What follows belongs to an exercise in optimizing a design on an open flow for small area and a short achievable clock period; a production flow would make more cautious choices. In this exercise RTL edits were held to simulation tests only and were not proved equivalent to the original.

==> inputs of willow <==
==> flow/design.v (excerpt) <==
module conv2d#(
    parameter   CONV_WIDTH      = 'd8 ,
    parameter   CONV_HEIGHT     = 'd8 
)(
    input clk   ,
    input rst_n ,
    input                matrix_vsync ,
    input                matrix_href  ,
    input        [6:0]   matrix_h_cnt       ,
    input        [6:0]   matrix_v_cnt       ,
    input signed [15:0]   conv_bias   ,
    input        [143:0]  fm_data     ,
    input        [143:0]  conv_weight ,
    output reg        [6:0]  conv_h_cnt ,
    output reg        [6:0]  conv_v_cnt ,
    output reg               conv_href  ,
    output reg               conv_vsync ,
    output reg signed [31:0] conv_result
);
Settings: LEC_CHECK=0, CAP_MARGIN=20, CORE_MARGIN=2, CORE_UTILIZATION=55, SETUP_SLACK_MARGIN=5.0, SLEW_MARGIN=20, SYNTH_HIERARCHICAL=1; clock period 10.0 ns.
standard.sh (not shown) runs the stock make flow with config.mk's settings and CLKGATE_MAP_FILE= SYNTH_SCRIPT=/design/flow/synth_recipe.tcl, a recipe that flattens the netlist after the stock synthesis.
==> flow/flow/run.sh <==
#!/bin/bash
# The standard layout (standard.sh: standard synthesis, floorplan, place, CTS, route,
# finish), except that the port buffers that buffer_ports inserts are
# sky130_fd_sc_hd__buf_2 instead of the delay buffer it picks by default.
# The full make output goes to standard.log here; ORFS's per-step logs stay in orfs/logs/.
set -uo pipefail
export BUFFER_PORTS_ARGS="-buffer_cell sky130_fd_sc_hd__buf_2"
bash standard.sh > standard.log 2>&1
==> inputs of quartz, as changes to willow <==
- PLACE_DENSITY: unset -> 0.8
- SETUP_SLACK_MARGIN: 5.0 -> 4.6
==> qor summary <==
quantity                                                                       quartz           willow
Run status                                                   timing/DRC/antenna clean  timing/DRC/antenna clean
First-pass GRT wire length                                                     392 mm           388 mm
Slowest cell delay on critical path                                            630 ps           640 ps
Clock buffer count from CTS                                                        48               47
Period utilization                                                              55.2%            54.5%
CP Launch Point                                                              cs_c17_0          cs_c1_6
Setup slack of the most critical reg-to-reg path                              4480 ps          4550 ps
Cell area after layout                                                      64700 µm²        74200 µm²
Number of antenna violations at the first check in global routing                  25               16
Vias in the first global route                                                  48297            49815
Capture instance of the worst register-to-register path               conv_result[29]  conv_result[30]
Share of final layout cell area taken by clock buffers and inverters            2.50%            2.26%
Hold path startpoint                                                  conv_v_cnt_r[3]    matrix_href_r
Met2 Routed Length                                                             117 mm           120 mm
Clock skew                                                                    58.5 ps          18.3 ps
Cell total after placement                                                       6962             6955
Post-DR vias/cell                                                                6.89             6.79
Post-cts gate resize count                                                         79              464


==> v28 <==
conv2d, a different RTL version from the one above (not shown whole).
==> flow/config.mk <==
export PLATFORM = sky130hd
export DESIGN_NAME = conv2d
export DESIGN_NICKNAME = conv2d
export VERILOG_FILES = /design/flow/design.v
export SDC_FILE = /design/flow/constraint.sdc
export NUM_CORES = 4
export LEC_CHECK = 0
export CAP_MARGIN = 20
export CORE_MARGIN = 2
export CORE_UTILIZATION = 55
export SETUP_SLACK_MARGIN = 4.8
export SLEW_MARGIN = 20
export SYNTH_HIERARCHICAL = 1
==> flow/constraint.sdc <==
create_clock -name core_clock -period 10.0 [get_ports {clk}]
set_input_delay 2.0000 -clock core_clock [delete_from_list [all_inputs] [get_ports {clk}]]
set_output_delay 2.0000 -clock core_clock [all_outputs]
set_load 0.01 [all_outputs]
Scripts as last shown in full above: flow/flow/run.sh
==> v7: changes against v28 <==
Settings changed: SETUP_SLACK_MARGIN 4.8 to 5.0.
==> results.txt <==
Routing usage on met3: v7 16.5%; v28 16.3%
Outcome: v7 finished clean; v28 finished clean
Post-CTS Setup Repair Bufs: v7 15; v28 6
Sum of routed wire length over all layers: v7 285,000 um; v28 289,000 um
Overall track demand over capacity in global routing: v7 47.0%; v28 47.7%
Number of buffers outside the clock class in the layout: v7 505; v28 483
P&R area growth vs syn: v7 10.0%; v28 9.35%
Worst reg-to-reg setup slack: v7 5.02 ns; v28 5.24 ns
Metal1 wirelength: v7 105,000 um; v28 105,000 um
Arrival time of data at the critical path endpoint: v7 3.39 ns; v28 3.43 ns
Initial DRC Count: v7 6,708; v28 6,938
Clock network contribution to total cell area: v7 4.17%; v28 4.07%
Pin count of the biggest net entering global routing: v7 68; v28 63
Hold slack final: v7 0.346 ns; v28 0.347 ns
Fin util: v7 61.1%; v28 60.7%
Via count: v7 49,900; v28 49,800
Vias per cell: v7 6.56; v28 6.56
Sum of buffers and inverters on the critical path: v7 1; v28 2
Met2 capacity usage during global routing: v7 69.3%; v28 70.3%
Net count of the finished layout: v7 7,691; v28 7,672
Slowest cell delay on critical path: v7 0.48 ns; v28 0.50 ns
Sum of met3 wire segment lengths after detailed routing: v7 36,300 um; v28 36,500 um
Proportion of cell area occupied by registers: v7 21.0%; v28 21.1%


==> inputs of indigo <==
RTL: one of the versions met above, not the one the previous note started from.
Settings: LEC_CHECK=0, CAP_MARGIN=20, CORE_MARGIN=2, CORE_UTILIZATION=55, SETUP_SLACK_MARGIN=4.5, SLEW_MARGIN=20, SYNTH_HIERARCHICAL=1; clock period 10.0 ns.
Scripts as last shown in full above: flow/flow/run.sh
==> inputs of amber, as changes to indigo <==
SETUP_SLACK_MARGIN = 4.7   (was 4.5)
TNS_END_PERCENT = 10   (was not set)
==> summary of the runs <==
- Of amber and indigo, amber has the higher final area (gap about 1.2%, measured against indigo).
- In amber the core utilization is higher than in indigo, by 0.72 points.
- First-iteration DRC count: amber is larger than indigo (about 6%).


==> inputs of 10-09 <==
conv2d, a different RTL version from the one above (not shown whole).
export LEC_CHECK = 0
export CAP_MARGIN = 20
export CORE_MARGIN = 2
export CORE_UTILIZATION = 62
export SETUP_SLACK_MARGIN = 4.6
export SLEW_MARGIN = 20
export SYNTH_HIERARCHICAL = 1
create_clock -name core_clock -period 10.0 [get_ports {clk}]
Scripts as last shown in full above: flow/flow/run.sh
==> 10-27 (differences from 10-09) <==
- CORE_UTILIZATION: 62 -> 55
- TNS_END_PERCENT: default -> 0
==> 10-26 (differences from 10-09) <==
- CORE_UTILIZATION: 62 -> 55
==> 09-05 (differences from 10-09) <==
- CORE_UTILIZATION: 62 -> 55
- CTS_BUF_LIST: default -> sky130_fd_sc_hd__clkbuf_4 sky130_fd_sc_hd__clkbuf_8
==> comparison <==
Routed wire length: 10-27 > 10-09 > 10-26 > 09-05. Between 10-09 and 09-05, the lower setup slack is in 09-05 (gap 24 ps). Between 10-09 and 09-05, the lower die area is in 10-09 (gap about 11%, measured against 09-05). Flip-flop and latch count is the same in 10-26 and 09-05. Of 10-09 and 09-05, 10-09 has the higher first-iteration DRC count (gap 23%, measured against 09-05). Between 09-05 and 10-09, the lower core utilization is in 09-05 (gap 8.2 points). Against 09-05, the cell count of 10-09 is lower by about 2%.
==> figures <==
metric	10-09	10-27	09-05	10-26
Outcome	timing/DRC/antenna clean	timing/DRC/antenna clean	timing/DRC/antenna clean	timing/DRC/antenna clean
Routed metal-1 wirelength	85500 µm	97800 µm	92600 µm	93400 µm
Resized Gates After CTS	81	82	58	67
Minimum clock period	5470 ps	5470 ps	5500 ps	5400 ps
Type of the setup path with the least slack	in2reg	in2reg	reg2reg	reg2reg
Number of placed instances, taps included	6773	6912	6915	6915
Utilization after layout	0.689	0.608	0.607	0.610
Vias in the first global route	49100	47100	46400	46500
Minimum setup slack after placement	3040 ps	3060 ps	3150 ps	3150 ps
Timing-limited maximum frequency	183 MHz	183 MHz	182 MHz	185 MHz
Number of logic stages on the critical path including buffering	11	11	15	15
Reg-to-reg setup timing slack	4610 ps	4610 ps	4500 ps	4600 ps
Starting utilization of the core area	0.625	0.554	0.554	0.554
Number of rows created at floorplan	112	119	119	119
Number of nets in the finished design	7365	7336	7357	7343
Final-layout non-clock buffer area share	0.0592	0.0539	0.0541	0.0564
Worst reg2reg path startpoint	cs_c4_1	cs_c4_1	cs_c17_0	cs_c17_2
Critical path arrival	5980 ps	6000 ps	6090 ps	5930 ps
Startpoint of the most critical hold path	conv_h_cnt_r[4]	conv_h_cnt_r[6]	conv_v_cnt_r[4]	conv_v_cnt_r[4]
Final WS setup	4530 ps	4530 ps	4500 ps	4600 ps


==> trial 18 <==
Another version of the RTL of conv2d (not shown whole).
clock: 10.0 ns
lec_check: 0
cap_margin: 20
core_margin: 2
core_utilization: 40
slew_margin: 20
run.sh (not shown) runs the stock make flow with config.mk's settings and CLKGATE_MAP_FILE= SYNTH_SCRIPT=/design/flow/synth_recipe.tcl, a recipe that flattens the netlist after the stock synthesis.
Stock flow here: none of the scripts above is used.
==> inputs of build 17, as changes to trial 18 <==
- SETUP_SLACK_MARGIN: not set -> 4.0
==> results by group <==
Finish
  – Non-clock buffers, area share: 0.08312
  – Fraction of area in multi-input gates: 0.7014
  – Plain + repair buffers: around 600

Global route
  – Total GRT Usage: 0.3599

Setup path
  – Crit Reg-Reg Startpoint: cs_c14_0
  – Levels on crit path: 11
  – Worst path slowest cell: clkdlybuf4s50_1
  – Max FO, Critical Path: 9
  – Max incr delay on CP: around 900 ps

Run status
  – Status: timing/DRC/antenna clean

CTS
  – CTS resizes: ~150
the above is filed under build 17

==> results by group <==
Setup path
  – Max FO, Critical Path: 5
  – Crit Reg-Reg Startpoint: cs_c2_0
  – Max incr delay on CP: 560 ps
  – Levels on crit path: 15
  – Worst path slowest cell: fa_1

CTS
  – CTS resizes: 0
  – CTS clk-pin slew, worst paths: 60 ps

Finish
  – Fraction of area in multi-input gates: 0.7137
  – Plain + repair buffers: between 400 and 500
  – Non-clock buffers, area share: 0.06537

Global route
  – Total GRT Usage: 0.3549

Run status
  – Status: timing/DRC/antenna clean
the above is filed under trial 18

## separate check: timing with driven ports
Ports are ideal in the flow. The routed layouts listed here were re-timed in OpenROAD. Step 1, drivers: a clkbuf_16 drives clk and a buf_2 each remaining input, both assumed. Step 2 moves the port delays by t, midway between the first and last clock arrival at a register: inputs arrive t later, outputs are due t later. That takes back most of the time a late clock gives input paths. Three values: ideal, step 1, step 2; two values: the first two.
| run | t (ns) | setup slack, ns | worst setup path at the end | worst register clock-pin slew, ns |
|---|---|---|---|---|
| willow | 0.727 | 4.552 / 4.552 / 4.246 | input to register | 0.07 / 0.07 |
| quartz | 0.736 | 4.482 / 4.482 / 3.857 | input to register | 0.08 / 0.08 |
| v28 | 0.754 | 4.573 / 4.487 / 4.339 | input to register | 0.07 / 0.07 |
| v7 | 0.791 | 4.611 / 4.525 / 4.400 | input to register | 0.07 / 0.07 |
| indigo | 0.737 | 4.456 / 4.456 / 3.854 | input to register | 0.07 / 0.07 |
| amber | 0.734 | 4.594 / 4.620 / 3.918 | input to register | 0.07 / 0.07 |
| 10-09 | 0.711 | 4.527 / 4.583 / 3.872 | input to register | 0.08 / 0.08 |
| 10-27 | 0.715 | 4.534 / 4.569 / 3.854 | input to register | 0.07 / 0.07 |
| 10-26 | 0.690 | 4.599 / 4.599 / 3.967 | input to register | 0.07 / 0.07 |
| 09-05 | 0.772 | 4.503 / 4.503 / 3.882 | input to register | 0.08 / 0.08 |
| trial 18 | 0.722 | 3.195 / 3.249 / 2.527 | input to register | 0.08 / 0.08 |
| build 17 | 0.736 | 3.973 / 4.033 / 3.297 | input to register | 0.08 / 0.08 |
After both steps setup and hold are still met in every run listed. For 10-27, which loses most, drivers alone change the setup slack by +0.035 ns; drivers and shift together by -0.680 ns.
